What follows belongs to an exercise in optimizing a design on an open flow for small area and a short achievable clock period; a production flow would make more cautious choices.
At most, simulation tests tie the RTL to the original design; equivalence was not proved.
Function not checked in run 5: the RTL went through the layout flow alone.
Power figures rest on the tool's default switching activity, not on a simulated workload.

==> design/flow/design.v <==
`timescale 1ns / 1ps
module inc30(input [29:0] a, output [29:0] y);
    wire [4:0] blk;                  
    wire [4:0] cin;                  
    genvar k, j;
    generate
        for (k = 0; k < 5; k = k + 1) begin : b
            assign blk[k] = &a[6*k +: 6];
        end
    endgenerate
    assign cin[0] = 1'b1;
    assign cin[1] = blk[0];
    assign cin[2] = blk[0] & blk[1];
    assign cin[3] = blk[0] & blk[1] & blk[2];
    assign cin[4] = blk[0] & blk[1] & blk[2] & blk[3];
    generate
        for (k = 0; k < 5; k = k + 1) begin : r
            wire [6:0] c;
            assign c[0] = cin[k];
            for (j = 0; j < 6; j = j + 1) begin : h
                ha u(.a(a[6*k+j]), .b(c[j]), .s(y[6*k+j]), .co(c[j+1]));
            end
        end
    endgenerate
endmodule
module dec30(input [29:0] a, output [29:0] y);
    assign y = a - 30'd1;
endmodule
module ha(input a, input b, output s, output co);
    assign s = a ^ b;
    assign co = a & b;
endmodule
`timescale 1ns / 1ps
module bk32(input [31:0] a, input [31:0] b, input ci, output [31:0] s, output co,
    output [31:0] p0, output [31:0] g0);
    assign p0 = a ^ b;
    assign g0 = a & b;
    wire G0; gc u0g(.gh(g0[0]), .ph(p0[0]), .gl(ci), .g(G0));
    wire G1; gc u1g(.gh(g0[2]), .ph(p0[2]), .gl(g0[1]), .g(G1));
    wire P1 = p0[2] & p0[1];
    wire G2; gc u2g(.gh(g0[4]), .ph(p0[4]), .gl(g0[3]), .g(G2));
    wire P2 = p0[4] & p0[3];
    wire G3; gc u3g(.gh(g0[6]), .ph(p0[6]), .gl(g0[5]), .g(G3));
    wire P3 = p0[6] & p0[5];
    wire G4; gc u4g(.gh(g0[8]), .ph(p0[8]), .gl(g0[7]), .g(G4));
    wire P4 = p0[8] & p0[7];
    wire G5; gc u5g(.gh(g0[10]), .ph(p0[10]), .gl(g0[9]), .g(G5));
    wire P5 = p0[10] & p0[9];
    wire G6; gc u6g(.gh(g0[12]), .ph(p0[12]), .gl(g0[11]), .g(G6));
    wire P6 = p0[12] & p0[11];
    wire G7; gc u7g(.gh(g0[14]), .ph(p0[14]), .gl(g0[13]), .g(G7));
    wire P7 = p0[14] & p0[13];
    wire G8; gc u8g(.gh(g0[16]), .ph(p0[16]), .gl(g0[15]), .g(G8));
    wire P8 = p0[16] & p0[15];
    wire G9; gc u9g(.gh(g0[18]), .ph(p0[18]), .gl(g0[17]), .g(G9));
    wire P9 = p0[18] & p0[17];
    wire G10; gc u10g(.gh(g0[20]), .ph(p0[20]), .gl(g0[19]), .g(G10));
    wire P10 = p0[20] & p0[19];
    wire G11; gc u11g(.gh(g0[22]), .ph(p0[22]), .gl(g0[21]), .g(G11));
    wire P11 = p0[22] & p0[21];
    wire G12; gc u12g(.gh(g0[24]), .ph(p0[24]), .gl(g0[23]), .g(G12));
    wire P12 = p0[24] & p0[23];
    wire G13; gc u13g(.gh(g0[26]), .ph(p0[26]), .gl(g0[25]), .g(G13));
    wire P13 = p0[26] & p0[25];
    wire G14; gc u14g(.gh(g0[28]), .ph(p0[28]), .gl(g0[27]), .g(G14));
    wire P14 = p0[28] & p0[27];
    wire G15; gc u15g(.gh(g0[30]), .ph(p0[30]), .gl(g0[29]), .g(G15));
    wire P15 = p0[30] & p0[29];
    wire G16; gc u16g(.gh(G1), .ph(P1), .gl(G0), .g(G16));
    wire G17; gc u17g(.gh(G3), .ph(P3), .gl(G2), .g(G17));
    wire P17 = P3 & P2;
    wire G18; gc u18g(.gh(G5), .ph(P5), .gl(G4), .g(G18));
    wire P18 = P5 & P4;
    wire G19; gc u19g(.gh(G7), .ph(P7), .gl(G6), .g(G19));
    wire P19 = P7 & P6;
    wire G20; gc u20g(.gh(G9), .ph(P9), .gl(G8), .g(G20));
    wire P20 = P9 & P8;
    wire G21; gc u21g(.gh(G11), .ph(P11), .gl(G10), .g(G21));
    wire P21 = P11 & P10;
    wire G22; gc u22g(.gh(G13), .ph(P13), .gl(G12), .g(G22));
    wire P22 = P13 & P12;
    wire G23; gc u23g(.gh(G15), .ph(P15), .gl(G14), .g(G23));
    wire P23 = P15 & P14;
    wire G24; gc u24g(.gh(G17), .ph(P17), .gl(G16), .g(G24));
    wire G25; gc u25g(.gh(G19), .ph(P19), .gl(G18), .g(G25));
    wire P25 = P19 & P18;
    wire G26; gc u26g(.gh(G21), .ph(P21), .gl(G20), .g(G26));
    wire P26 = P21 & P20;
    wire G27; gc u27g(.gh(G23), .ph(P23), .gl(G22), .g(G27));
    wire P27 = P23 & P22;
    wire G28; gc u28g(.gh(G25), .ph(P25), .gl(G24), .g(G28));
    wire G29; gc u29g(.gh(G27), .ph(P27), .gl(G26), .g(G29));
    wire P29 = P27 & P26;
    wire G30; gc u30g(.gh(G29), .ph(P29), .gl(G28), .g(G30));
    wire G31; gc u31g(.gh(G26), .ph(P26), .gl(G28), .g(G31));
    wire G32; gc u32g(.gh(G18), .ph(P18), .gl(G24), .g(G32));
    wire G33; gc u33g(.gh(G20), .ph(P20), .gl(G28), .g(G33));
    wire G34; gc u34g(.gh(G22), .ph(P22), .gl(G31), .g(G34));
    wire G35; gc u35g(.gh(G2), .ph(P2), .gl(G16), .g(G35));
    wire G36; gc u36g(.gh(G4), .ph(P4), .gl(G24), .g(G36));
    wire G37; gc u37g(.gh(G6), .ph(P6), .gl(G32), .g(G37));
    wire G38; gc u38g(.gh(G8), .ph(P8), .gl(G28), .g(G38));
    wire G39; gc u39g(.gh(G10), .ph(P10), .gl(G33), .g(G39));
    wire G40; gc u40g(.gh(G12), .ph(P12), .gl(G31), .g(G40));
    wire G41; gc u41g(.gh(G14), .ph(P14), .gl(G34), .g(G41));
    wire G42; gc u42g(.gh(g0[1]), .ph(p0[1]), .gl(G0), .g(G42));
    wire G43; gc u43g(.gh(g0[3]), .ph(p0[3]), .gl(G16), .g(G43));
    wire G44; gc u44g(.gh(g0[5]), .ph(p0[5]), .gl(G35), .g(G44));
    wire G45; gc u45g(.gh(g0[7]), .ph(p0[7]), .gl(G24), .g(G45));
    wire G46; gc u46g(.gh(g0[9]), .ph(p0[9]), .gl(G36), .g(G46));
    wire G47; gc u47g(.gh(g0[11]), .ph(p0[11]), .gl(G32), .g(G47));
    wire G48; gc u48g(.gh(g0[13]), .ph(p0[13]), .gl(G37), .g(G48));
    wire G49; gc u49g(.gh(g0[15]), .ph(p0[15]), .gl(G28), .g(G49));
    wire G50; gc u50g(.gh(g0[17]), .ph(p0[17]), .gl(G38), .g(G50));
    wire G51; gc u51g(.gh(g0[19]), .ph(p0[19]), .gl(G33), .g(G51));
    wire G52; gc u52g(.gh(g0[21]), .ph(p0[21]), .gl(G39), .g(G52));
    wire G53; gc u53g(.gh(g0[23]), .ph(p0[23]), .gl(G31), .g(G53));
    wire G54; gc u54g(.gh(g0[25]), .ph(p0[25]), .gl(G40), .g(G54));
    wire G55; gc u55g(.gh(g0[27]), .ph(p0[27]), .gl(G34), .g(G55));
    wire G56; gc u56g(.gh(g0[29]), .ph(p0[29]), .gl(G41), .g(G56));
    wire G57; gc u57g(.gh(g0[31]), .ph(p0[31]), .gl(G30), .g(G57));
    wire [32:0] c;
    assign c[0] = ci;
    assign c[1] = G0;
    assign c[2] = G42;
    assign c[3] = G16;
    assign c[4] = G43;
    assign c[5] = G35;
    assign c[6] = G44;
    assign c[7] = G24;
    assign c[8] = G45;
    assign c[9] = G36;
    assign c[10] = G46;
    assign c[11] = G32;
    assign c[12] = G47;
    assign c[13] = G37;
    assign c[14] = G48;
    assign c[15] = G28;
    assign c[16] = G49;
    assign c[17] = G38;
    assign c[18] = G50;
    assign c[19] = G33;
    assign c[20] = G51;
    assign c[21] = G39;
    assign c[22] = G52;
    assign c[23] = G31;
    assign c[24] = G53;
    assign c[25] = G40;
    assign c[26] = G54;
    assign c[27] = G34;
    assign c[28] = G55;
    assign c[29] = G41;
    assign c[30] = G56;
    assign c[31] = G30;
    assign c[32] = G57;
    assign s = p0 ^ c[31:0];
    assign co = c[32];
endmodule
module gc(input gh, input ph, input gl, output g);
    assign g = gh | ph & gl;
endmodule
`timescale 1ns / 1ps
module cmp_32(input [31:0] a, input [31:0] b, input [2:0] f3, output c);
    wire eq  = a == b;
    wire ltu = a < b;
    wire lt  = (a[31] ^ b[31]) ? a[31] : ltu;
    assign c = (f3[2] ? (f3[1] ? ltu : lt) : eq) ^ f3[0];
endmodule
`timescale 1ns / 1ps
module ALU(
    input  [31:0] A,
    input  [31:0] B,
    input  sub,               
    input  sa,                
    input  o_add, o_slt, o_sltu, o_xor, o_or, o_and, o_sll, o_srl,
    output [31:0] res
);
    wire [31:0] sum, p, g;
    wire co;
    bk32 add(.a(A), .b(B), .ci(sub), .s(sum), .co(co), .p0(p), .g0(g));
    wire s_ltu = ~co;
    wire s_lt  = (A[31] ^ B[31]) ? sum[31] : A[31];
    wire slt   = o_slt & s_lt | o_sltu & s_ltu;
    wire [31:0] shn;          
    shr32n sh(.a(A), .s(B[4:0]), .fill(sa & A[31]), .yn(shn));
    wire s_p = o_xor | o_or;
    wire s_g = o_and | o_or;
    wire n_srl = ~o_srl;
    wire n_sll = ~o_sll;
    wire [31:0] r;
    genvar k;
    generate for (k = 0; k < 32; k = k + 1) begin : rb
        alu_bit m(.o_add(o_add), .sum(sum[k]), .s_p(s_p), .p(p[k]), .s_g(s_g), .g(g[k]),
                  .n_srl(n_srl), .shr_n(shn[k]), .n_sll(n_sll), .shl_n(shn[31-k]), .y(r[k]));
    end endgenerate
    assign res = {r[31:1], r[0] | slt};
endmodule
module alu_bit(
    input o_add, sum, s_p, p, s_g, g, n_srl, shr_n, n_sll, shl_n,
    output y
);
    wire n1, n2;
    aoi222 a(.a1(o_add), .a2(sum), .b1(s_p), .b2(p), .c1(s_g), .c2(g), .y(n1));
    assign n2 = (shr_n | n_srl) & (shl_n | n_sll);
    assign y = ~(n1 & n2);
endmodule
module shr32n(
    input  [31:0] a,
    input  [4:0] s,
    input  fill,
    output [31:0] yn
);
    wire [31:0] l1n, l2, l3n, l4, l5n;
    genvar i;
    generate for (i = 0; i < 32; i = i + 1) begin : lv
        mx2i m0(.a(a[i]),   .b(i + 1  < 32 ? a[(i+1)   % 32] : fill),  .s(s[0]), .y(l1n[i]));
        mx2i m1(.a(l1n[i]), .b(i + 2  < 32 ? l1n[(i+2) % 32] : ~fill), .s(s[1]), .y(l2[i]));
        mx2i m2(.a(l2[i]),  .b(i + 4  < 32 ? l2[(i+4)  % 32] : fill),  .s(s[2]), .y(l3n[i]));
        mx2i m3(.a(l3n[i]), .b(i + 8  < 32 ? l3n[(i+8) % 32] : ~fill), .s(s[3]), .y(l4[i]));
        mx2i m4(.a(l4[i]),  .b(i + 16 < 32 ? l4[(i+16) % 32] : fill),  .s(s[4]), .y(l5n[i]));
    end endgenerate
    assign yn = l5n;
endmodule
module mx2i(input a, input b, input s, output y);
    assign y = ~(s ? b : a);
endmodule
`timescale 1ns / 1ps
module Regs(
    input  [31*32-1:0] rf,        
    input  [31:1] vld,
    input  [4:0] R_addr_A,
    input  [4:0] R_addr_B,
    input  [4:0] Debug_addr,
    output [31:0] rdata_A,
    output [31:0] rdata_B,
    output [31:0] Debug_regs
);
    rf_port pa(.rf(rf), .vld(vld), .a(R_addr_A),   .d(rdata_A));
    rf_port pb(.rf(rf), .vld(vld), .a(R_addr_B),   .d(rdata_B));
    dbg_port pd(.rf(rf), .vld(vld), .a(Debug_addr), .d(Debug_regs));
endmodule
module rf_port(
    input  [31*32-1:0] rf,
    input  [31:1] vld,
    input  [4:0] a,
    output [31:0] d
);
    wire [31:1] sel;
    genvar i, b;
    generate
        for (i = 1; i < 32; i = i + 1) begin : s
            assign sel[i] = vld[i] & (a == i);
        end
        for (b = 0; b < 32; b = b + 1) begin : bs
            wire [30:0] col;
            for (i = 0; i < 31; i = i + 1) begin : c
                assign col[i] = rf[32*i + b];
            end
            rf_bit m(.s(sel), .d(col), .y(d[b]));
        end
    endgenerate
endmodule
module rf_bit(
    input  [30:0] s,
    input  [30:0] d,
    output y
);
    wire [10:0] t;
    genvar i;
    generate
        for (i = 0; i < 10; i = i + 1) begin : g
            aoi222 u(.a1(s[3*i]), .a2(d[3*i]), .b1(s[3*i+1]), .b2(d[3*i+1]),
                     .c1(s[3*i+2]), .c2(d[3*i+2]), .y(t[i]));
        end
    endgenerate
    assign t[10] = ~(s[30] & d[30]);
    nand11 n(.t(t), .y(y));
endmodule
module aoi222(input a1, a2, b1, b2, c1, c2, output y);
    assign y = ~(a1 & a2 | b1 & b2 | c1 & c2);
endmodule
module nand11(input [10:0] t, output y);
    assign y = ~&t;
endmodule
module dbg_port(
    input  [31*32-1:0] rf,
    input  [31:1] vld,
    input  [4:0] a,
    output [31:0] d
);
    wire [3:0] lo;
    wire [7:0] hi;
    pre2 p2(.a(a[1:0]), .y(lo));
    pre3 p3(.a(a[4:2]), .y(hi));
    wire [31:1] sel;
    genvar i, b;
    generate
        for (i = 1; i < 32; i = i + 1) begin : s
            an3 u(.a(lo[i % 4]), .b(hi[i / 4]), .c(vld[i]), .y(sel[i]));
        end
        for (b = 0; b < 32; b = b + 1) begin : bs
            wire [30:0] col;
            for (i = 0; i < 31; i = i + 1) begin : c
                assign col[i] = rf[32*i + b];
            end
            dbg_bit m(.s(sel), .d(col), .y(d[b]));
        end
    endgenerate
endmodule
module pre2(input [1:0] a, output [3:0] y);
    assign y = 4'b1 << a;
endmodule
module pre3(input [2:0] a, output [7:0] y);
    assign y = 8'b1 << a;
endmodule
module an3(input a, b, c, output y);
    assign y = a & b & c;
endmodule
module dbg_bit(
    input  [30:0] s,
    input  [30:0] d,
    output y
);
    wire [3:0] u;                
    ao8 g0(.s(s[7:0]),   .d(d[7:0]),   .y(u[0]));
    ao8 g1(.s(s[15:8]),  .d(d[15:8]),  .y(u[1]));
    ao8 g2(.s(s[23:16]), .d(d[23:16]), .y(u[2]));
    ao7 g3(.s(s[30:24]), .d(d[30:24]), .y(u[3]));
    wire v0, v1;
    nr2 n0(.a(u[0]), .b(u[1]), .y(v0));
    nr2 n1(.a(u[2]), .b(u[3]), .y(v1));
    nd2 n2(.a(v0), .b(v1), .y(y));
endmodule
module ao8(input [7:0] s, input [7:0] d, output y);
    assign y = |(s & d);
endmodule
module ao7(input [6:0] s, input [6:0] d, output y);
    assign y = |(s & d);
endmodule
module nr2(input a, b, output y); assign y = ~(a | b); endmodule
module nd2(input a, b, output y); assign y = ~(a & b); endmodule
module nd3(input a, b, c, output y); assign y = ~(a & b & c); endmodule
module nd4(input a, b, c, d, output y); assign y = ~(a & b & c & d); endmodule
module nr3(input a, b, c, output y); assign y = ~(a | b | c); endmodule
module iv(input a, output y); assign y = ~a; endmodule
`timescale 1ns / 1ps
module  RV32core(
        input clk,   
        input rst,   
        input [4:0] debug_addr,   
        output[31:0] debug_data,   
        output[31:0] imem_addr,   
        input [31:0] imem_data,   
        output[31:0] dmem_addr,   
        output[31:0] dmem_wdata,   
        output dmem_we,   
        output dmem_re,   
        output[2:0] dmem_width,   
        input [31:0] dmem_rdata   
    );
    reg  [31:0] PC;           
    reg  [31:0] IR;           
    reg         v_ID;         
    reg  [31:0] A_EX, B_EX, S_EX;    
    reg  [4:0]  rd_EX;
    reg  [2:0]  f3_EX;
    reg         wa_EX, ld_EX, st_EX;  
    reg         stf_EX;               
    reg         sub_EX, sa_EX;
    reg         o_add, o_slt, o_sltu, o_xor, o_or, o_and, o_sll, o_srl;
    reg  [31:0] Y_MEM, S_MEM;
    reg  [4:0]  rd_MEM;
    reg  [2:0]  f3_MEM;
    reg         wa_MEM, ld_MEM, st_MEM;
    wire [6:0] opcode = IR[6:0];
    wire [2:0] f3 = IR[14:12];
    wire [6:0] f7 = IR[31:25];
    wire [4:0] rs1 = IR[19:15];
    wire [4:0] rs2 = IR[24:20];
    wire [4:0] rd  = IR[11:7];
    wire f7_0  = f7 == 7'h00;
    wire f7_32 = f7 == 7'h20;
    wire Rop   = v_ID & (opcode == 7'b0110011);
    wire Iop   = v_ID & (opcode == 7'b0010011);
    wire Bop   = v_ID & (opcode == 7'b1100011);
    wire Lop   = v_ID & (opcode == 7'b0000011);
    wire Sop   = v_ID & (opcode == 7'b0100011);
    wire LUI   = v_ID & (opcode == 7'b0110111);
    wire AUIPC = v_ID & (opcode == 7'b0010111);
    wire JAL   = v_ID & (opcode == 7'b1101111);
    wire JALR  = v_ID & (opcode == 7'b1100111) & (f3 == 3'd0);
    wire R_valid = Rop & (f7_0 | f7_32 & (f3 == 3'd0 | f3 == 3'd5));
    wire I_valid = Iop & (f3 == 3'd1 ? f7_0 : f3 == 3'd5 ? (f7_0 | f7_32) : 1'b1);
    wire B_valid = Bop & (f3[2] | ~f3[1]);
    wire L_valid = Lop & (f3 == 3'd0 | f3 == 3'd1 | f3 == 3'd2 | f3 == 3'd4 | f3 == 3'd5);
    wire S_valid = Sop & (f3 == 3'd0 | f3 == 3'd1 | f3 == 3'd2);
    wire wa_ID  = R_valid | I_valid | JAL | JALR | LUI | AUIPC;    
    wire rs1use = R_valid | I_valid | B_valid | L_valid | S_valid | JALR;
    wire rs2use = R_valid | S_valid | B_valid;
    wire [31:0] Imm_I = {{20{IR[31]}}, IR[31:20]};
    wire [31:0] Imm_B = {{20{IR[31]}}, IR[7], IR[30:25], IR[11:8], 1'b0};
    wire [31:0] Imm_J = {{12{IR[31]}}, IR[19:12], IR[20], IR[30:21], 1'b0};
    wire [31:0] Imm_S = {{20{IR[31]}}, IR[31:25], IR[11:7]};
    wire [31:0] Imm_U = {IR[31:12], 12'b0};
    wire [31:0] rf_a, rf_b;
    wire        rf_we = (wa_MEM | ld_MEM);
    wire [31:0] wd_MEM = ld_MEM ? dmem_rdata : Y_MEM;
    reg [31*32-1:0] rf;
    reg [31:1] vld;
    wire [31:1] rf_wen;
    genvar g;
    generate
        for (g = 1; g < 32; g = g + 1) begin : w
            assign rf_wen[g] = rf_we & (rd_MEM == g);
            always @(posedge clk)
                if (rf_wen[g]) rf[32*(g-1) +: 32] <= wd_MEM;
        end
    endgenerate
    always @(posedge clk or posedge rst)
        if (rst) vld <= 31'b0;
        else     vld <= vld | rf_wen;
    Regs register(.rf(rf), .vld(vld), .R_addr_A(rs1), .R_addr_B(rs2),
        .Debug_addr(debug_addr), .rdata_A(rf_a), .rdata_B(rf_b), .Debug_regs(debug_data));
    wire [31:0] Y_EX;
    wire fa_ex  = wa_EX & (rs1 == rd_EX) & (|rs1);
    wire fb_ex  = wa_EX & (rs2 == rd_EX) & (|rs2);
    wire fa_mem = (wa_MEM | ld_MEM) & (rs1 == rd_MEM) & (|rs1);
    wire fb_mem = (wa_MEM | ld_MEM) & (rs2 == rd_MEM) & (|rs2);
    wire [31:0] a_ID = fa_ex ? Y_EX : fa_mem ? wd_MEM : rf_a;
    wire [31:0] b_ID = fb_ex ? Y_EX : fb_mem ? wd_MEM : rf_b;
    wire stall = ld_EX & ((rs1use & (rs1 == rd_EX) & (|rs1)) |
                          ((R_valid | B_valid) & (rs2 == rd_EX) & (|rs2)));
    wire cmp;
    cmp_32 cmp_ID(.a(a_ID), .b(b_ID), .f3(f3), .c(cmp));
    wire taken = (B_valid & cmp) | JAL | JALR;
    wire [29:0] PC_ID_hi, PC_4_hi;
    dec30 dec_pc(.a(PC[31:2]), .y(PC_ID_hi));
    inc30 inc_pc(.a(PC[31:2]), .y(PC_4_hi));
    wire [31:0] PC_ID = {PC_ID_hi, PC[1:0]};
    wire [31:0] PC_4 = {PC_4_hi, PC[1:0]};
    wire [31:0] t_imm = JALR ? Imm_I : JAL ? Imm_J : Imm_B;
    wire [31:0] target;
    wire t_co;
    wire [31:0] t_p, t_g;
    bk32 add_target(.a(JALR ? a_ID : PC_ID), .b(t_imm), .ci(1'b0), .s(target), .co(t_co),
                    .p0(t_p), .g0(t_g));
    always @(posedge clk or posedge rst)
        if (rst) PC <= 32'b0;
        else if (!stall) PC <= taken ? target : PC_4;
    always @(posedge clk or posedge rst)
        if (rst) v_ID <= 1'b0;
        else if (!stall) v_ID <= ~taken;
    always @(posedge clk)
        if (!stall) IR <= imem_data;
    assign imem_addr = PC;
    wire sll_ID = (R_valid | I_valid) & (f3 == 3'd1);
    wire [31:0] a_rev;
    genvar k;
    generate for (k = 0; k < 32; k = k + 1) begin : rev
        assign a_rev[k] = a_ID[31-k];
    end endgenerate
    wire isR = R_valid, isI = I_valid;
    wire alu_ri = isR | isI;
    wire useImm = I_valid | L_valid | S_valid | LUI | AUIPC;
    wire [31:0] A_ID = (JAL | JALR) ? PC : AUIPC ? PC_ID : LUI ? 32'b0 : sll_ID ? a_rev : a_ID;
    wire sub_ID = alu_ri & (f3 == 3'd2 | f3 == 3'd3) | isR & (f3 == 3'd0) & f7[5];
    wire [31:0] B_ID = {32{sub_ID}} ^ (useImm ? (S_valid ? Imm_S : (LUI | AUIPC) ? Imm_U : Imm_I) :
                       (JAL | JALR) ? 32'b0 : b_ID);
    always @(posedge clk) begin
        A_EX   <= A_ID;
        B_EX   <= B_ID;
        S_EX   <= b_ID;
        rd_EX  <= rd;
        f3_EX  <= f3;
        stf_EX <= ld_EX & (rs2 == rd_EX) & (|rs2);
        sub_EX <= sub_ID;
        sa_EX  <= f7[5];
        o_add  <= ~alu_ri | (f3 == 3'd0);
        o_slt  <= alu_ri & (f3 == 3'd2);
        o_sltu <= alu_ri & (f3 == 3'd3);
        o_xor  <= alu_ri & (f3 == 3'd4);
        o_or   <= alu_ri & (f3 == 3'd6);
        o_and  <= alu_ri & (f3 == 3'd7);
        o_sll  <= alu_ri & (f3 == 3'd1);
        o_srl  <= alu_ri & (f3 == 3'd5);
    end
    always @(posedge clk or posedge rst)
        if (rst) begin
            wa_EX <= 1'b0; ld_EX <= 1'b0; st_EX <= 1'b0;
        end else begin
            wa_EX <= wa_ID & ~stall;
            ld_EX <= L_valid & ~stall;
            st_EX <= S_valid & ~stall;
        end
    ALU alu(.A(A_EX), .B(B_EX), .sub(sub_EX), .sa(sa_EX), .o_add(o_add), .o_slt(o_slt),
        .o_sltu(o_sltu), .o_xor(o_xor), .o_or(o_or), .o_and(o_and), .o_sll(o_sll), .o_srl(o_srl),
        .res(Y_EX));
    always @(posedge clk) begin
        Y_MEM  <= Y_EX;
        S_MEM  <= stf_EX ? dmem_rdata : S_EX;
        rd_MEM <= rd_EX;
        f3_MEM <= f3_EX;
    end
    always @(posedge clk or posedge rst)
        if (rst) begin
            wa_MEM <= 1'b0; ld_MEM <= 1'b0; st_MEM <= 1'b0;
        end else begin
            wa_MEM <= wa_EX;
            ld_MEM <= ld_EX;
            st_MEM <= st_EX;
        end
    assign dmem_addr  = Y_MEM;
    assign dmem_wdata = S_MEM;
    assign dmem_we    = st_MEM;
    assign dmem_re    = ld_MEM;
    assign dmem_width = f3_MEM;
endmodule
==> design/flow/flow/run.sh <==
#!/bin/bash
set -euo pipefail
W=$(pwd)
{ echo "include $W/config.mk"; cat "$W/flow/extra.mk"; } > "$W/own_config.mk"
sed "s#DESIGN_CONFIG=[^ ]*#DESIGN_CONFIG=$W/own_config.mk#" "$W/standard.sh" > "$W/own_standard.sh"
bash "$W/own_standard.sh" > "$W/own_flow.log" 2>&1
==> design/flow/flow/extra.mk <==
export BUFFER_PORTS_ARGS = -buffer_cell sky130_fd_sc_hd__buf_1
export CTS_ARGS = -sink_clustering_enable -repair_clock_nets -dont_use_dummy_load -buf_list "sky130_fd_sc_hd__clkbuf_8" -sink_clustering_size 16 -sink_clustering_max_diameter 50
export SETUP_SLACK_MARGIN = 6.5
export POST_GLOBAL_ROUTE_TCL = $(WORK_HOME)/../flow/grt_post.tcl
==> design/flow/flow/grt_post.tcl <==
# Extra antenna margin after global routing, so that detailed routing leaves
# no antenna violation to repair (each post-route repair re-runs the router).
repair_antennas -iterations 3 -ratio_margin 25
check_placement -verbose
==> design/flow/standard.sh <==
#!/bin/bash
# synth_recipe.tcl (not shown) runs the flow's synth.tcl, then flattens the netlist and writes it again
# the make line also repeats each setting of config.mk as NAME=value (left out here)
make -C /OpenROAD-flow-scripts/flow DESIGN_CONFIG=/design/flow/config.mk WORK_HOME=/design/flow/orfs CLKGATE_MAP_FILE= SYNTH_SCRIPT=/design/flow/synth_recipe.tcl "${@:-finish}"
==> design/flow/config.mk <==
export PLATFORM = sky130hd
export DESIGN_NAME = RV32core
export DESIGN_NICKNAME = RV32core
export VERILOG_FILES = /design/flow/design.v
export SDC_FILE = /design/flow/constraint.sdc
export NUM_CORES = 8
export LEC_CHECK = 0
export CAP_MARGIN = 20
export CORE_MARGIN = 2
export CORE_UTILIZATION = 35
export PLACE_DENSITY = 0.5
export SLEW_MARGIN = 20
export SYNTH_HIERARCHICAL = 1
==> design/flow/constraint.sdc <==
create_clock -name core_clock -period 13.0 [get_ports {clk}]
set_input_delay 2.6000 -clock core_clock [delete_from_list [all_inputs] [get_ports {clk}]]
set_output_delay 2.6000 -clock core_clock [all_outputs]
set_load 0.01 [all_outputs]
==> results.yml, run 1 <==
sta:
  timing_worst_slew_pin_value_ns: 1.31
  setup_ws_ns: 5.86
  max_slew_margin_vs_limit: 0.103
  final.min_clock_period_ns: 7.14
  skew_ns: 0.133
  drv_slew: 0
  setup_violations: 0
  fraction_of_the_cycle_the_final_worst_path_needs: 0.549
  max_freq_mhz: 140
  final_hold_viol_count: 0
  setup_tns_ns: 0
pwr:
  p_int_mw: 6.06
  seqPwrFrac: 0.559
  power.ir.vdd_worst_mv: 0.0828
  clock_network_fraction_of_design_power: 0.289
  p_leak_nw: 25.9
  p_per_area_nw_per_um2: 116
  pwr-share-comb: 0.152
  switching_share: 0.291
  power.switching_mw: 2.48
floorplanning:
  starting_density: 0.352
  fp.dieArea_sq_um: 185000
  placeableCoreArea_sq_um: 181000
  num_rows: 156
  design.portCount: 204
  die_w_um: 430
  die_h_um: 430
critical_path:
  worstSetupPathType: "in2out"
  cp.arrival_ns: 4.54
  critical-path-max-stage-delay_ns: 0.39
  endpoint_kind: "output port"
  timing.critical_path.required_ns: 10.40
  timing.critical_path.cells: "buf_12 > buf_4 > nor3b_4 > and3_4 > buf_12 > a22oi_1 > nand4_1 > nor2_1 > nand2_2 > clkbuf_2"
  critPathMaxFanout: 16
  critPathLaunchType: "primary input"
  critical-path-slowest-cell: "sky130_fd_sc_hd__and3_4"
  crit_top_cell: "sky130_fd_sc_hd__buf_12"
routing:
  iteration_0_drc_markers: 16400
  route.detailed.drc: 0
  avgRoutedWirePerCell_um: 46.5
  num_vias: 59000
  detail-route-antenna-nets: 0
  via_per_inst: 7.64
  drt-pass1-iter-count: 17
  routed_wl_mm: 359
synthesis:
  total_standard_cell_area_after_synthesis_sq_um: 63500
  post_synth.cell_area_avg_sq_um: 13.2
  synth_cells: 4813
  synthesis.yosys.warnings: 7
finish:
  post-route-cell-area_sq_um: 73400
  fillCellCount: 16700
  final_nets: 5538
  layout.area.seq_sq_um: 36300
  drive_gt1_frac: 0.176
  area_delta_synth_final_pct: 15.6
  multi_input_area_sq_um: 27400
clock_tree:
  post_cts.resized_instances: 244
  clockRootBuffer: "sky130_fd_sc_hd__clkbuf_8"
  ctsHoldBuffers: 0
  setup_fix_bufs_post_cts: 61
  cts.reportedPaths.clkPinSlew_ns: 0.09
  numCtsBuffers: 148
  clkLatencyLatePin_ns: 1.02
  clockBufferDepth: 3
  cts_sinks: 1281
  tritoncts: "done"
  htree_levels: 4
global_route:
  antenna_found_initial: 23
  first_global_vias: 55200
  globalRouteOverflowTotal: 0
  grt_first_pass_wirelength_mm: 469
  grt_start_max_net_pins: 71
  gr-usage-all-layers: 0.371
outcome:
  outcome: "finished clean"
placement:
  dpl-instance-area_sq_um: 68400
  placement.io_buffers: 203
  gp_congestion: 0.960
  detailedPlacementHpwl_mm: 202
  placement.setup.worst_slack_ns: 5.07
hold_path:
  worst_min_delay_path_class: "reg2reg"
flow_run:
  drv_cap: 0
layout make-up:
type / instances / area share
Antenna cell: 23 / 0.000784
Clock buffer: 148 / 0.0277
Inverter: 69 / 0.00353
Multi-Input combinational cell: 3351 / 0.374
Sequential cell: 1281 / 0.494
Tap cell: 2370 / 0.0404
Timing Repair Buffer: 489 / 0.0601
metrics by stage:
step | utilization | power [mW] | hold slack, ns | cells
detailed placement | 0.379 | 6.09 | 0.313 | 7450
global placement | 0.379 | 6.08 | 0.312 | 7449
floorplan | - | 5.60 | 0.310 | 4814
finish | 0.407 | 8.54 | 0.292 | 7731
CTS | 0.402 | 8.51 | 0.299 | 7686
metal layers:
| layer | vias up | part of all wire | GRT usage | wire length (um) |
|---|---|---|---|---|
| met5 | - | 0.0012 | 0.0107 | 446 |
| met4 | 26 | 0.097 | 0.283 | 34900 |
| met3 | 1853 | 0.16 | 0.178 | 57400 |
| met2 | 6141 | 0.41 | 0.535 | 148000 |
| met1 | 28800 | 0.33 | 0.422 | 118000 |
| li1 | 22300 | - | - | - |
power groups by stage:
stage               clock network (mW)  registers [mW]  logic, mW
floorplan                            0            4.80      0.798
detailed placement                   0            4.88       1.22
CTS                               2.47            4.77       1.26
finish                            2.47            4.77       1.30
global placement                     0            4.88       1.21
final timing paths:
check | from | endpoint | slack (ns) | depth (start not counted)
hold reg to reg | f3_EX[1]$_DFF_P_ | f3_MEM[1]$_DFF_P_ | 0.29 | 0
min in group asynchronous | rst | vld[29]$_DFF_PP0_ | 1.83 | 3
hold / removal | f3_EX[1]$_DFF_P_ | f3_MEM[1]$_DFF_P_ | 0.29 | 0
setup / recovery | debug_addr[4] | debug_data[4] | 5.86 | 10
setup reg to reg | IR[15]$_DFFE_PN_ | PC[1]$_DFFE_PP0P_ | 6.51 | 19
max in group asynchronous | rst | PC[18]$_DFFE_PP0N_ | 10.59 | 3
state kept, by name (all words and copies together) (netlist names), 5 cells and up:
| signal | flops |
|---|---|
| rd_EX | 5 |
| PC | 32 |
| rd_MEM | 5 |
| vld | 31 |
| IR | 32 |
| rf | 992 |
| S_MEM | 32 |
| B_EX | 32 |
| S_EX | 32 |
| A_EX | 32 |
| Y_MEM | 32 |
cells in the final DEF (no fill, tap or decap), types with 37 or more instances in the layout:
| cell | n |
|---|---|
| sky130_fd_sc_hd__edfxtp_1 | 1024 |
| sky130_fd_sc_hd__a222oi_1 | 706 |
| sky130_fd_sc_hd__a22oi_1 | 396 |
| sky130_fd_sc_hd__nand2_1 | 265 |
| sky130_fd_sc_hd__nand4_1 | 243 |
| sky130_fd_sc_hd__mux2i_1 | 234 |
| sky130_fd_sc_hd__dfxtp_1 | 181 |
| sky130_fd_sc_hd__buf_4 | 181 |
| sky130_fd_sc_hd__buf_1 | 167 |
| sky130_fd_sc_hd__clkbuf_8 | 148 |
| sky130_fd_sc_hd__ha_1 | 127 |
| sky130_fd_sc_hd__a21o_1 | 117 |
| sky130_fd_sc_hd__nand3_1 | 107 |
| sky130_fd_sc_hd__nor2_1 | 105 |
| sky130_fd_sc_hd__xor2_1 | 94 |
| sky130_fd_sc_hd__o21ai_0 | 90 |
| sky130_fd_sc_hd__mux2_2 | 88 |
| sky130_fd_sc_hd__or3_1 | 74 |
| sky130_fd_sc_hd__dfrtp_1 | 69 |
| sky130_fd_sc_hd__and3_2 | 68 |
| sky130_fd_sc_hd__inv_1 | 66 |
| sky130_fd_sc_hd__a22oi_2 | 54 |
| sky130_fd_sc_hd__xnor2_1 | 49 |
| sky130_fd_sc_hd__a221o_1 | 48 |
| sky130_fd_sc_hd__buf_12 | 43 |
| sky130_fd_sc_hd__and2_1 | 42 |
| sky130_fd_sc_hd__buf_6 | 37 |
worst max-delay path, delay by kind of cell:
family / cells / cell delay, ns
buffers and inverters: 4 / 0.71
AND/OR/NAND/NOR: 5 / 1.07
AO/OA/AOI/OAI: 1 / 0.13
==> run 2, diff against run 1 <==
==> design/flow/flow/extra.mk (replaced) <==
export BUFFER_PORTS_ARGS = -buffer_cell sky130_fd_sc_hd__buf_1
export CTS_ARGS = -sink_clustering_enable -repair_clock_nets -dont_use_dummy_load -buf_list "sky130_fd_sc_hd__clkbuf_8" -sink_clustering_size 16 -sink_clustering_max_diameter 50
export SETUP_SLACK_MARGIN = 6.2
export POST_GLOBAL_ROUTE_TCL = $(WORK_HOME)/../flow/grt_post.tcl
--- a/design/flow/config.mk
+++ b/design/flow/config.mk
@@ -7,7 +7,7 @@
 export LEC_CHECK = 0
 export CAP_MARGIN = 20
 export CORE_MARGIN = 2
-export CORE_UTILIZATION = 35
-export PLACE_DENSITY = 0.5
+export CORE_UTILIZATION = 38
+export PLACE_DENSITY = 0.52
 export SLEW_MARGIN = 20
 export SYNTH_HIERARCHICAL = 1
==> run 2 against run 1 <==
  * Via count about the same
  * Highest routed layer unchanged
  * Synthesized area is the same
  * Synthesized cell count is the same
  * Total power fell by 0.26%
  * Critical endpoint is now debug_data[27]
==> results.yml, run 2 <==
synthesis:
  synth_cells: 4813
  post_synth.cell_area_avg_sq_um: 13.2
  total_standard_cell_area_after_synthesis_sq_um: 63500
  synthesis.yosys.warnings: 7
clock_tree:
  tritoncts: "done"
  clkLatencyLatePin_ns: 1.02
  post_cts.resized_instances: 176
  cts_sinks: 1281
  clockBufferDepth: 3
  ctsHoldBuffers: 0
  clockRootBuffer: "sky130_fd_sc_hd__clkbuf_8"
  numCtsBuffers: 149
  htree_levels: 4
  setup_fix_bufs_post_cts: 29
  cts.reportedPaths.clkPinSlew_ns: 0.06
finish:
  layout.cells.non_filler: 7520
  drive_gt1_frac: 0.156
  final_nets: 5485
  max_flop_register: "rf"
  mostFrequentLayoutCells: "1024 x sky130_fd_sc_hd__edfxtp_1, 706 x sky130_fd_sc_hd__a222oi_1, 440 x sky130_fd_sc_hd__a22oi_1, 267 x sky130_fd_sc_hd__nand2_1, 243 x sky130_fd_sc_hd__nand4_1"
  most_common_cell_after_layout_fill_and_taps_aside: "sky130_fd_sc_hd__edfxtp_1"
  largest_register_ffs: 992
  area_delta_synth_final_pct: 13.4
  post-route-cell-area_sq_um: 72000
sta:
  final.min_clock_period_ns: 7.18
  fraction_of_the_cycle_the_final_worst_path_needs: 0.553
  timing_worst_slew_pin_value_ns: 1.26
  drv_slew: 0
  final_hold_viol_count: 0
  max_slew_margin_vs_limit: 0.159
  setup_ws_ns: 5.82
  setup_violations: 0
  skew_ns: 0.137
  max_freq_mhz: 139
  setup_tns_ns: 0
placement:
  dpl-instance-area_sq_um: 68100
  gp_congestion: 0.999
  numPlacedInstances: 7276
  placement.setup.worst_slack_ns: 5.16
  detailedPlacementHpwl_mm: 198
  placement.io_buffers: 203
critical_path:
  timing.critical_path.required_ns: 10.40
  endpoint_kind: "output port"
  cp.arrival_ns: 4.58
  worstSetupPathType: "in2out"
  critPathMaxFanout: 32
  critPathLaunchType: "primary input"
routing:
  via_per_inst: 7.85
  route.detailed.drc: 0
  iteration_0_drc_markers: 17200
  avgRoutedWirePerCell_um: 46.1
  detail-route-antenna-nets: 0
  num_vias: 59100
  drt-pass1-iter-count: 17
  routed_wl_mm: 346
flow_run:
  drv_cap: 0
floorplanning:
  placeableCoreArea_sq_um: 167000
  fp.dieArea_sq_um: 170000
  starting_density: 0.381
  die_h_um: 413
  num_rows: 150
  die_w_um: 413
  design.portCount: 204
hold_path:
  worst_min_delay_path_class: "reg2reg"
pwr:
  p_per_area_nw_per_um2: 118
  power.ir.vdd_worst_mv: 0.129
  fin_total_pwr_mw: 8.52
  p_leak_nw: 25.5
global_route:
  antenna_found_initial: 29
  globalRouteOverflowTotal: 0
  grt_start_max_net_pins: 71
  gr-usage-all-layers: 0.389
  grt_first_pass_wirelength_mm: 456
  first_global_vias: 54600
outcome:
  outcome: "finished clean"
-- run 2: cell count changes in the layout (fill, tap and decap cells not counted), moves of 4 or more --
cell	delta
sky130_fd_sc_hd__buf_4	-20
sky130_fd_sc_hd__a22oi_2	-44
sky130_fd_sc_hd__buf_16	-19
sky130_fd_sc_hd__buf_6	-19
sky130_fd_sc_hd__and3_2	+9
sky130_fd_sc_hd__diode_2	+8
sky130_fd_sc_hd__o21ai_1	+7
sky130_fd_sc_hd__o21ai_2	-5
sky130_fd_sc_hd__a22oi_1	+44
sky130_fd_sc_hd__buf_2	-4
sky130_fd_sc_hd__and3_4	-11
sky130_fd_sc_hd__buf_1	+11
-- run 2: worst max-delay path, stage by stage --
cell,delay [ns]
sky130_fd_sc_hd__buf_6,0.12
sky130_fd_sc_hd__nor3b_2,0.37
sky130_fd_sc_hd__and3_2,0.30
sky130_fd_sc_hd__buf_12,0.28
sky130_fd_sc_hd__a22oi_1,0.17
sky130_fd_sc_hd__nand4_1,0.13
sky130_fd_sc_hd__nor2_1,0.05
sky130_fd_sc_hd__nand2_1,0.23
sky130_fd_sc_hd__buf_1,0.19
-- run 2: layer usage --
layer,global-route usage,wire length [um],up-vias
li1,-,-,22100
met1,0.456,116000,28600
met2,0.563,143000,6440
met3,0.183,56000,1840
met4,0.263,30700,20
met5,0.00848,337,-
-- run 2: area by class of cell --
| type | instances | area (sq um) |
|---|---|---|
| diodes | 31 | 77.6 |
| clock buffers | 149 | 2050 |
| fillers | 15400 | 94600 |
| inverters | 69 | 259 |
| multi-input cells | 3349 | 27100 |
| flip-flops and latches | 1281 | 36300 |
| well taps | 2204 | 2760 |
| repair buffers | 437 | 3540 |
-- run 2: worst paths after layout --
check	from	end	slack, ns	cells after the start
hold reg to reg	f3_EX[1]$_DFF_P_	f3_MEM[1]$_DFF_P_	0.33	0
setup reg to reg	IR[17]$_DFFE_PN_	PC[30]$_DFFE_PP0N_	6.18	22
setup / recovery	debug_addr[3]	debug_data[27]	5.82	9
max in group asynchronous	rst	vld[29]$_DFF_PP0_	10.58	3
min in group asynchronous	rst	PC[29]$_DFFE_PP0N_	1.83	3
hold / removal	f3_EX[1]$_DFF_P_	f3_MEM[1]$_DFF_P_	0.33	0
-- run 2: stage by stage --
step | hold WS [ns] | util
global placement | 0.312 | 0.408
detailed placement | 0.313 | 0.409
CTS | 0.327 | 0.428
finish | 0.327 | 0.432
floorplan | 0.310 | -
-- run 2: report_power, final --
group	total (mW)	internal [mW]	switching, mW
clock	2.47	1.01	1.46
combinational	1.26	0.481	0.783
sequential	4.79	4.57	0.220
==> run 3, diff against run 2 <==
==> design/flow/flow/extra.mk (replaced) <==
export BUFFER_PORTS_ARGS = -buffer_cell sky130_fd_sc_hd__buf_1
export CTS_ARGS = -sink_clustering_enable -repair_clock_nets -dont_use_dummy_load -buf_list "sky130_fd_sc_hd__clkbuf_16" -sink_clustering_size 30 -sink_clustering_max_diameter 80
export SETUP_SLACK_MARGIN = 6.2
export POST_GLOBAL_ROUTE_TCL = $(WORK_HOME)/../flow/grt_post.tcl
==> run 3 against run 2 <==
  * Routed wire length down 0.59%
  * Worst setup slack improved by 0.017 ns
  * Cell area increased by 0.17%
  * Via count shrank 0.85%
  * Clock power up 6%
  * Final cell count fell by 0.98%
  * Die area stayed put
  * Hold slack got worse by 0.0027 ns
  * Non-clock buffer count is 1 higher
  * Combinational power about the same
  * Fmax is 0.23% higher
  * Highest routed layer unchanged
==> results.yml, run 3 <==
floorplanning:
  num_rows: 150
  placeableCoreArea_sq_um: 167000
  die_h_um: 413
  starting_density: 0.381
  die_w_um: 413
  fp.dieArea_sq_um: 170000
  design.portCount: 204
finish:
  largest_register_ffs: 992
  core_utilization_of_the_finished_layout: 0.433
  mostFrequentLayoutCells: "1024 x sky130_fd_sc_hd__edfxtp_1, 706 x sky130_fd_sc_hd__a222oi_1, 436 x sky130_fd_sc_hd__a22oi_1, 267 x sky130_fd_sc_hd__nand2_1, 243 x sky130_fd_sc_hd__nand4_1"
  max_flop_register: "rf"
  drive_gt1_frac: 0.147
  most_common_cell_after_layout_fill_and_taps_aside: "sky130_fd_sc_hd__edfxtp_1"
  post-route-cell-area_sq_um: 72100
  area_delta_synth_final_pct: 13.6
  fillCellCount: 15300
  final_nets: 5425
hold_path:
  worst_min_delay_path_class: "reg2reg"
critical_path:
  critPathLaunchType: "primary input"
  critPathMaxFanout: 32
  timing.critical_path.required_ns: 10.40
  endpoint_kind: "output port"
  cp.arrival_ns: 4.57
  worstSetupPathType: "in2out"
routing:
  route.detailed.drc: 0
  iteration_0_drc_markers: 16900
  num_vias: 58600
  via_per_inst: 7.86
  avgRoutedWirePerCell_um: 46.2
  routed_wl_mm: 344
  drt-pass1-iter-count: 17
  detail-route-antenna-nets: 0
sta:
  skew_ns: 0.114
  fraction_of_the_cycle_the_final_worst_path_needs: 0.551
  final.hold.worst_slack_ns: 0.324
  setup_violations: 0
  final.min_clock_period_ns: 7.17
  drv_slew: 0
  setup_tns_ns: 0
  timing_worst_slew_pin_value_ns: 1.28
  max_freq_mhz: 140
  final_hold_viol_count: 0
  max_slew_margin_vs_limit: 0.144
pwr:
  power.ir.vdd_worst_mv: 0.124
  p_per_area_nw_per_um2: 120
  p_leak_nw: 25.5
clock_tree:
  ctsHoldBuffers: 0
  tritoncts: "done"
  clockRootBuffer: "sky130_fd_sc_hd__clkbuf_16"
  clkLatencyLatePin_ns: 0.78
  cts_sinks: 1281
  cts.reportedPaths.clkPinSlew_ns: 0.05
  clockBufferDepth: 3
  numCtsBuffers: 88
  htree_levels: 3
  setup_fix_bufs_post_cts: 30
  post_cts.resized_instances: 176
global_route:
  use_met2: 0.564
  globalRouteOverflowTotal: 0
  gr-max-usage-layer: "met2"
  globalRouteMet1Util: 0.457
  grt_first_pass_wirelength_mm: 452
  gr-usage-all-layers: 0.384
  antenna_found_initial: 24
  first_global_vias: 54100
  globalRouteMet3Util: 0.166
  grt_start_max_net_pins: 71
placement:
  detailedPlacementHpwl_mm: 198
  placement.io_buffers: 203
  dpl-instance-area_sq_um: 68100
  gp_congestion: 0.999
synthesis:
  synthesis.yosys.warnings: 7
  post_synth.cell_area_avg_sq_um: 13.2
  synth_cells: 4813
  total_standard_cell_area_after_synthesis_sq_um: 63500
outcome:
  outcome: "finished clean"
flow_run:
  drv_cap: 0
-- run 3: power breakdown --
part           switching [mW]  total (mW)  internal, mW
sequential              0.219        4.78          4.57
combinational           0.781        1.26         0.480
clock                    1.43        2.62          1.19
-- run 3: area by class of cell --
class	instances	area, sq um	share of cell area
Inverter	69	259	0.00359
Sequential cell	1281	36300	0.503
Tap cell	2204	2760	0.0382
Multi-Input combinational cell	3349	27100	0.375
Antenna cell	17	42.5	0.000590
Clock buffer	88	2200	0.0305
Timing Repair Buffer	438	3530	0.0489
-- run 3: routing by layer --
layer | routed length, um | part of all wire
met1 | 114000 | 0.33
met2 | 142000 | 0.41
met3 | 55800 | 0.16
met4 | 31500 | 0.092
met5 | 428 | 0.0012
-- run 3: worst paths after layout --
path,cells after the start,slack (ns),end,start
max,10,5.83,debug_data[27],debug_addr[4]
min,0,0.32,f3_MEM[0]$_DFF_P_,f3_EX[0]$_DFF_P_
max reg2reg,21,6.19,PC[30]$_DFFE_PP0N_,IR[17]$_DFFE_PN_
min reg2reg,0,0.32,f3_MEM[0]$_DFF_P_,f3_EX[0]$_DFF_P_
max in group asynchronous,3,10.36,vld[9]$_DFF_PP0_,rst
min in group asynchronous,3,2.06,st_MEM$_DFF_PP0_,rst
-- run 3: stage by stage --
step / instances / worst slack (ns) / total power, mW
2_1_floorplan: 4814 / 6.24 / 5.60
3_3_place_gp: 7274 / 5.20 / 6.07
3_5_place_dp: 7276 / 5.16 / 6.08
4_1_cts: 7400 / 6.01 / 8.62
6_report: 7446 / 5.83 / 8.67
-- run 3: worst max-delay path, stage by stage --
cell                      delay, ns
sky130_fd_sc_hd__buf_12        0.11
sky130_fd_sc_hd__buf_4         0.13
sky130_fd_sc_hd__and3b_2       0.23
sky130_fd_sc_hd__and3_2        0.20
sky130_fd_sc_hd__buf_12        0.17
sky130_fd_sc_hd__a22oi_1       0.27
sky130_fd_sc_hd__nand4_1       0.16
sky130_fd_sc_hd__nor2_1        0.11
sky130_fd_sc_hd__nand2_1       0.21
sky130_fd_sc_hd__buf_1         0.20
==> run 4, diff against run 3 <==
==> design/flow/flow/extra.mk (replaced) <==
export BUFFER_PORTS_ARGS = -buffer_cell sky130_fd_sc_hd__buf_2
export CTS_ARGS = -sink_clustering_enable -repair_clock_nets -dont_use_dummy_load -buf_list "sky130_fd_sc_hd__clkbuf_8" -sink_clustering_size 16 -sink_clustering_max_diameter 50
export SETUP_SLACK_MARGIN = 6.5
export POST_GLOBAL_ROUTE_TCL = $(WORK_HOME)/../flow/grt_post.tcl
--- a/design/flow/config.mk
+++ b/design/flow/config.mk
@@ -7,7 +7,7 @@
 export LEC_CHECK = 0
 export CAP_MARGIN = 20
 export CORE_MARGIN = 2
-export CORE_UTILIZATION = 38
-export PLACE_DENSITY = 0.52
+export CORE_UTILIZATION = 32
+export PLACE_DENSITY = 0.48
 export SLEW_MARGIN = 20
 export SYNTH_HIERARCHICAL = 1
==> run 4 against run 3 <==
  * Cell area up 1.2%
  * Still clean on timing, DRC and antenna
  * Register-to-register slack better by 0.33 ns
  * First-iteration DRC count down 2.3%
  * Critical path depth down 1
  * Core utilization down 6.3 points
  * Clock skew up 0.056 ns
==> results.yml, run 4 <==
outcome:
  outcome: "finished clean"
critical_path:
  critical-path-slowest-cell: "sky130_fd_sc_hd__a222oi_1"
  setup.worst_path.start: "debug_addr[4]"
  endpoint_kind: "output port"
  timing.critical_path.cells: "buf_12 > and3b_2 > and3_4 > buf_12 > a222oi_1 > nand3_2 > nor2_2 > nand2_2 > buf_6"
  worstSetupPathType: "in2out"
  critical-path-max-stage-delay_ns: 0.43
  worst-r2r-cell-count: 22
  timing.critical_path.to: "debug_data[29]"
  critPathLaunchType: "primary input"
  critPathMaxFanout: 19
  regToRegSetupSlack_ns: 6.52
  timing.critical_path.required_ns: 10.40
  r2r_start: "IR[20]$_DFFE_PN_"
  crit_top_cell: "sky130_fd_sc_hd__buf_12"
  cp.arrival_ns: 4.55
  r2r_end: "PC[1]$_DFFE_PP0P_"
finish:
  multi_input_area_sq_um: 27300
  largest_register_ffs: 992
  final_nets: 5496
  post-route-cell-area_sq_um: 73000
  max_flop_register: "rf"
  core_utilization_of_the_finished_layout: 0.370
  most_common_cell_after_layout_fill_and_taps_aside: "sky130_fd_sc_hd__edfxtp_1"
  drive_gt1_frac: 0.195
  layout.area.seq_sq_um: 36300
  fillCellCount: 19100
  mostFrequentLayoutCells: "1024 x sky130_fd_sc_hd__edfxtp_1, 706 x sky130_fd_sc_hd__a222oi_1, 445 x sky130_fd_sc_hd__a22oi_1, 265 x sky130_fd_sc_hd__nand2_1, 243 x sky130_fd_sc_hd__nand4_1"
  area_delta_synth_final_pct: 14.9
clock_tree:
  ctsHoldBuffers: 0
  clockBufferDepth: 3
  post_cts.resized_instances: 182
  clockRootBuffer: "sky130_fd_sc_hd__clkbuf_8"
  setup_fix_bufs_post_cts: 39
  htree_levels: 4
  tritoncts: "done"
  cts_sinks: 1281
  cts.reportedPaths.clkPinSlew_ns: 0.09
  clkLatencyLatePin_ns: 1.03
  numCtsBuffers: 158
sta:
  max_slew_margin_vs_limit: 0.169
  timing_worst_slew_pin_value_ns: 1.21
  setup_violations: 0
  setup_ws_ns: 5.85
  final.min_clock_period_ns: 7.15
  setup_tns_ns: 0
  fraction_of_the_cycle_the_final_worst_path_needs: 0.550
  skew_ns: 0.171
  drv_slew: 0
  final_hold_viol_count: 0
  max_freq_mhz: 140
global_route:
  grt_start_max_net_pins: 65
  gr-usage-all-layers: 0.342
  globalRouteOverflowTotal: 0
  antenna_found_initial: 29
  grt_first_pass_wirelength_mm: 475
  first_global_vias: 55200
floorplanning:
  die_w_um: 450
  starting_density: 0.322
  design.portCount: 204
  num_rows: 163
  fp.dieArea_sq_um: 202000
  die_h_um: 450
  placeableCoreArea_sq_um: 197000
routing:
  detail-route-antenna-nets: 0
  routed_wl_mm: 363
  via_per_inst: 7.38
  avgRoutedWirePerCell_um: 45.6
  num_vias: 58800
  drt-pass1-iter-count: 23
  route.detailed.drc: 0
  iteration_0_drc_markers: 16500
pwr:
  p_per_area_nw_per_um2: 119
  p_leak_nw: 26.1
  power.ir.vdd_worst_mv: 0.122
placement:
  gp_congestion: 0.970
  placement.setup.worst_slack_ns: 4.93
  dpl-instance-area_sq_um: 68900
  placement.io_buffers: 203
  detailedPlacementHpwl_mm: 209
hold_path:
  worst_min_delay_path_class: "reg2reg"
synthesis:
  synth_cells: 4813
  post_synth.cell_area_avg_sq_um: 13.2
  total_standard_cell_area_after_synthesis_sq_um: 63500
  synthesis.yosys.warnings: 7
flow_run:
  drv_cap: 0
run 4: critical path, delay by kind of cell:
kind | cells | cell delay, ns
AND/OR/NAND/NOR | 5 | 1.01
AO/OA/AOI/OAI | 1 | 0.43
buffers and inverters | 3 | 0.44
run 4: layer usage:
| layer | global-route usage | routed length, um |
|---|---|---|
| met5 | 0.00473 | 479 |
| met4 | 0.263 | 34300 |
| met3 | 0.157 | 56100 |
| met2 | 0.502 | 152000 |
| met1 | 0.385 | 120000 |
run 4: how the worst min path moves through the flow:
| stage | startpoint | to | cells after the start |
|---|---|---|---|
| final | rd_EX[4]$_DFF_P_ | rd_MEM[4]$_DFF_P_ | 0 |
| after global placement | f3_EX[2]$_DFF_P_ | f3_MEM[2]$_DFF_P_ | 0 |
| after floorplan | f3_EX[0]$_DFF_P_ | f3_MEM[0]$_DFF_P_ | 0 |
| after detailed placement | f3_EX[0]$_DFF_P_ | f3_MEM[0]$_DFF_P_ | 0 |
| after CTS | f3_EX[2]$_DFF_P_ | f3_MEM[2]$_DFF_P_ | 0 |
run 4: layout make-up:
cell class | instances | area share
Antenna cell | 35 | 0.00120
Clock buffer | 158 | 0.0298
Inverter | 69 | 0.00355
Multi-Input combinational cell | 3349 | 0.374
Sequential cell | 1281 | 0.497
Tap cell | 2640 | 0.0453
Timing Repair Buffer | 439 | 0.0496
run 4: power breakdown:
group,internal [mW],total [mW],switching (mW)
registers,4.57,4.79,0.219
logic,0.505,1.30,0.798
clock network,1.07,2.56,1.49
total,6.14,8.65,2.51
run 4: through the flow:
step | total power [mW] | std cells | hold slack, ns
after CTS | 8.62 | 7918 | 0.337
after floorplan | 5.60 | 4814 | 0.310
final | 8.65 | 7971 | 0.331
after detailed placement | 6.11 | 7716 | 0.316
after global placement | 6.10 | 7716 | 0.314
==> run 5, diff against run 4 <==
--- a/design/flow/design.v
+++ b/design/flow/design.v
@@ -321,15 +321,27 @@
     input  [30:0] d,
     output y
 );
-    wire [3:0] u;                
-    ao8 g0(.s(s[7:0]),   .d(d[7:0]),   .y(u[0]));
-    ao8 g1(.s(s[15:8]),  .d(d[15:8]),  .y(u[1]));
-    ao8 g2(.s(s[23:16]), .d(d[23:16]), .y(u[2]));
-    ao7 g3(.s(s[30:24]), .d(d[30:24]), .y(u[3]));
-    wire v0, v1;
-    nr2 n0(.a(u[0]), .b(u[1]), .y(v0));
-    nr2 n1(.a(u[2]), .b(u[3]), .y(v1));
-    nd2 n2(.a(v0), .b(v1), .y(y));
+    wire [31:0] t;               
+    genvar i;
+    generate
+        for (i = 0; i < 31; i = i + 1) begin : g
+            nd2 u(.a(s[i]), .b(d[i]), .y(t[i]));
+        end
+    endgenerate
+    wire [7:0] u;                
+    generate
+        for (i = 0; i < 7; i = i + 1) begin : h
+            nd4 n(.a(t[4*i]), .b(t[4*i+1]), .c(t[4*i+2]), .d(t[4*i+3]), .y(u[i]));
+        end
+    endgenerate
+    nd3 n7(.a(t[28]), .b(t[29]), .c(t[30]), .y(u[7]));
+    wire [3:0] v;
+    generate
+        for (i = 0; i < 4; i = i + 1) begin : o
+            nr2 r(.a(u[2*i]), .b(u[2*i+1]), .y(v[i]));
+        end
+    endgenerate
+    nd4 f(.a(v[0]), .b(v[1]), .c(v[2]), .d(v[3]), .y(y));
 endmodule
 module ao8(input [7:0] s, input [7:0] d, output y);
     assign y = |(s & d);
--- a/design/flow/config.mk
+++ b/design/flow/config.mk
@@ -7,7 +7,7 @@
 export LEC_CHECK = 0
 export CAP_MARGIN = 20
 export CORE_MARGIN = 2
-export CORE_UTILIZATION = 32
-export PLACE_DENSITY = 0.48
+export CORE_UTILIZATION = 35
+export PLACE_DENSITY = 0.5
 export SLEW_MARGIN = 20
 export SYNTH_HIERARCHICAL = 1
==> run 5 against run 4 <==
  * Critical path type unchanged
  * Synthesized area is 1.8% higher
  * Sequential share of layout area fell by 1.5 points
  * Worst setup slack got worse by 0.036 ns
  * First-iteration DRC count decreased by 0.12%
  * Sequential cell count stayed put
  * Fmax fell by 0.50%
  * Clock power shrank 2%
  * Via count is 3.8% higher
  * Synthesized cell count up 15%
  * Highest routed layer unchanged
  * Cell area increased by 3.1%
==> results.yml, run 5 <==
outcome:
  outcome: "finished clean"
clock_tree:
  tritoncts: "done"
  numCtsBuffers: 151
  clkLatencyLatePin_ns: 1.02
  clockBufferDepth: 3
  setup_fix_bufs_post_cts: 43
  cts_sinks: 1281
  htree_levels: 4
  cts.reportedPaths.clkPinSlew_ns: 0.09
  ctsHoldBuffers: 0
  post_cts.resized_instances: 157
  clockRootBuffer: "sky130_fd_sc_hd__clkbuf_8"
finish:
  fillCellCount: 17400
  most_common_cell_after_layout_fill_and_taps_aside: "sky130_fd_sc_hd__nand2_1"
  largest_register_ffs: 992
  max_flop_register: "rf"
  mostFrequentLayoutCells: "1203 x sky130_fd_sc_hd__nand2_1, 1024 x sky130_fd_sc_hd__edfxtp_1, 674 x sky130_fd_sc_hd__a222oi_1, 403 x sky130_fd_sc_hd__nand4_1, 235 x sky130_fd_sc_hd__mux2i_1"
  drive_gt1_frac: 0.188
  final_nets: 6285
  area_delta_synth_final_pct: 16.3
routing:
  route.detailed.drc: 0
  drt-pass1-iter-count: 20
  detail-route-antenna-nets: 0
  avgRoutedWirePerCell_um: 42.5
  num_vias: 61000
  routed_wl_mm: 364
  via_per_inst: 7.11
  iteration_0_drc_markers: 16500
floorplanning:
  placeableCoreArea_sq_um: 183000
  num_rows: 157
  starting_density: 0.353
  design.portCount: 204
  die_w_um: 434
  fp.dieArea_sq_um: 188000
  die_h_um: 434
critical_path:
  critPathMaxFanout: 16
  crit_top_cell: "sky130_fd_sc_hd__nand4_1"
  worstSetupPathType: "in2out"
  endpoint_kind: "output port"
  path_buf_inv: 3
  critical-path-max-stage-delay_ns: 0.43
  cp.arrival_ns: 4.58
  path_delay_family: "simple AND/OR/NAND/NOR gates"
  timing.critical_path.required_ns: 10.40
  regToRegSetupSlack_ns: 6.45
  critPathLaunchType: "primary input"
  timing.critical_path.cells: "buf_4 > and2b_4 > and3_4 > buf_12 > nand2_1 > nand4_1 > nor2_2 > nand4_1 > buf_2"
  critical-path-slowest-cell: "sky130_fd_sc_hd__nand4_1"
placement:
  placement.io_buffers: 203
  gp_congestion: 0.976
  detailedPlacementHpwl_mm: 211
  placement.setup.worst_slack_ns: 5.33
sta:
  final.hold.worst_slack_ns: 0.338
  timing_worst_slew_pin_value_ns: 1.21
  setup_ws_ns: 5.82
  setup_tns_ns: 0
  setup_violations: 0
  drv_slew: 0
  fraction_of_the_cycle_the_final_worst_path_needs: 0.553
  max_slew_margin_vs_limit: 0.168
  final_hold_viol_count: 0
  max_freq_mhz: 139
  skew_ns: 0.125
  final.min_clock_period_ns: 7.18
global_route:
  grt_first_pass_wirelength_mm: 466
  use_met2: 0.540
  globalRouteMet3Util: 0.154
  antenna_found_initial: 21
  grt_start_max_net_pins: 71
  gr-max-usage-layer: "met2"
  gr-usage-all-layers: 0.362
  globalRouteMet1Util: 0.412
  first_global_vias: 56000
  globalRouteOverflowTotal: 0
pwr:
  fin_total_pwr_mw: 8.61
  p_per_area_nw_per_um2: 114
  power.ir.vdd_worst_mv: 0.0879
  p_leak_nw: 27.7
synthesis:
  synthesis.yosys.warnings: 7
  total_standard_cell_area_after_synthesis_sq_um: 64700
  post_synth.cell_area_avg_sq_um: 11.7
  synth_cells: 5517
flow_run:
  drv_cap: 0
hold_path:
  worst_min_delay_path_class: "reg2reg"
run 5: area by class of cell:
cell class / count / area [sq um] / area share
multi-input combinational: 4053 / 28500 / 0.379
tap: 2464 / 3080 / 0.0410
clock buffer: 151 / 2080 / 0.0276
sequential: 1281 / 36300 / 0.482
inverter: 69 / 259 / 0.00344
timing repair buffer: 531 / 4930 / 0.0655
antenna: 26 / 65.1 / 0.000865
run 5: path summary, 6_finish.rpt:
check | start | to | cells after the start
max reg2reg | IR[22]$_DFFE_PN_ | PC[0]$_DFFE_PP0P_ | 24
min | f3_EX[2]$_DFF_P_ | f3_MEM[2]$_DFF_P_ | 0
max in group asynchronous | rst | ld_MEM$_DFF_PP0_ | 3
max | debug_addr[0] | debug_data[12] | 9
min reg2reg | f3_EX[2]$_DFF_P_ | f3_MEM[2]$_DFF_P_ | 0
min in group asynchronous | rst | v_ID$_DFFE_PP0N_ | 3
run 5: worst register-to-register path: cells and delay by family (launching register included):
family,cells,cell delay [ns]
and+or+nand+nor,11,3.10
adders and majority gates,1,0.19
AOI/OAI and AO/OA,5,1.06
DFF,1,0.34
muxes,2,0.42
buffers and inverters,5,1.27
run 5: where the power goes:
| part | leakage [nW] | total (mW) | switching (mW) | internal [mW] |
|---|---|---|---|---|
| Sequential | 11.9 | 4.78 | 0.213 | 4.57 |
| Clock | 1.09 | 2.51 | 1.48 | 1.03 |
| Combinational | 14.7 | 1.32 | 0.808 | 0.513 |
run 5: routing by layer:
layer | vias to the layer above | wire length [um]
met5 | - | 289
met4 | 22 | 34300
met3 | 1665 | 55900
met2 | 5972 | 153000
met1 | 29600 | 120000
li1 | 23700 | -
run 5: metrics by stage:
| stage | std cells | cell area [sq um] | util |
|---|---|---|---|
| finish | 8575 | 75200 | 0.410 |
| CTS | 8465 | 73400 | 0.401 |
| detailed placement | 8261 | 70000 | 0.382 |
| global placement | 8260 | 70000 | 0.382 |
| floorplan | 5518 | 64700 | - |

## re-timing with driven ports
The results above use ideal ports. As a check the final layouts listed here were re-extracted and re-timed, cells and wires unchanged.
Step 1 (the two cells are an assumption about what drives the block):
set clk [get_ports {clk}]
set_driving_cell -lib_cell sky130_fd_sc_hd__clkbuf_16 $clk
set_driving_cell -lib_cell sky130_fd_sc_hd__buf_2 [delete_from_list [all_inputs] $clk]
Step 2 times the ports against the registers' clock, not the clock port: input delays grow and output delays shrink by t, the midpoint of the rising clock arrivals with the driver on.
a / b / c = ideal ports / drivers / drivers and shift; a / b = the first two.
run	t, ns	setup slack, ns	worst setup path at the end	latest minus earliest clock arrival (ns)	slew at the worst register clock pin (ns)
run 1	1.026	5.862 / 5.806 / 5.806	input to output	0.149 / 0.149	0.11 / 0.11
run 2	1.040	5.816 / 5.745 / 5.745	input to output	0.137 / 0.137	0.11 / 0.11
run 3	0.798	5.832 / 5.755 / 5.711	input to register	0.136 / 0.136	0.11 / 0.11
run 4	1.030	5.852 / 5.794 / 5.794	input to output	0.171 / 0.171	0.10 / 0.10
run 5	1.034	5.815 / 5.741 / 5.741	input to output	0.137 / 0.137	0.11 / 0.11
After both steps every run listed still meets setup and hold. For run 3, which loses most, drivers alone change the setup slack by -0.077 ns; drivers and shift together by -0.121 ns.
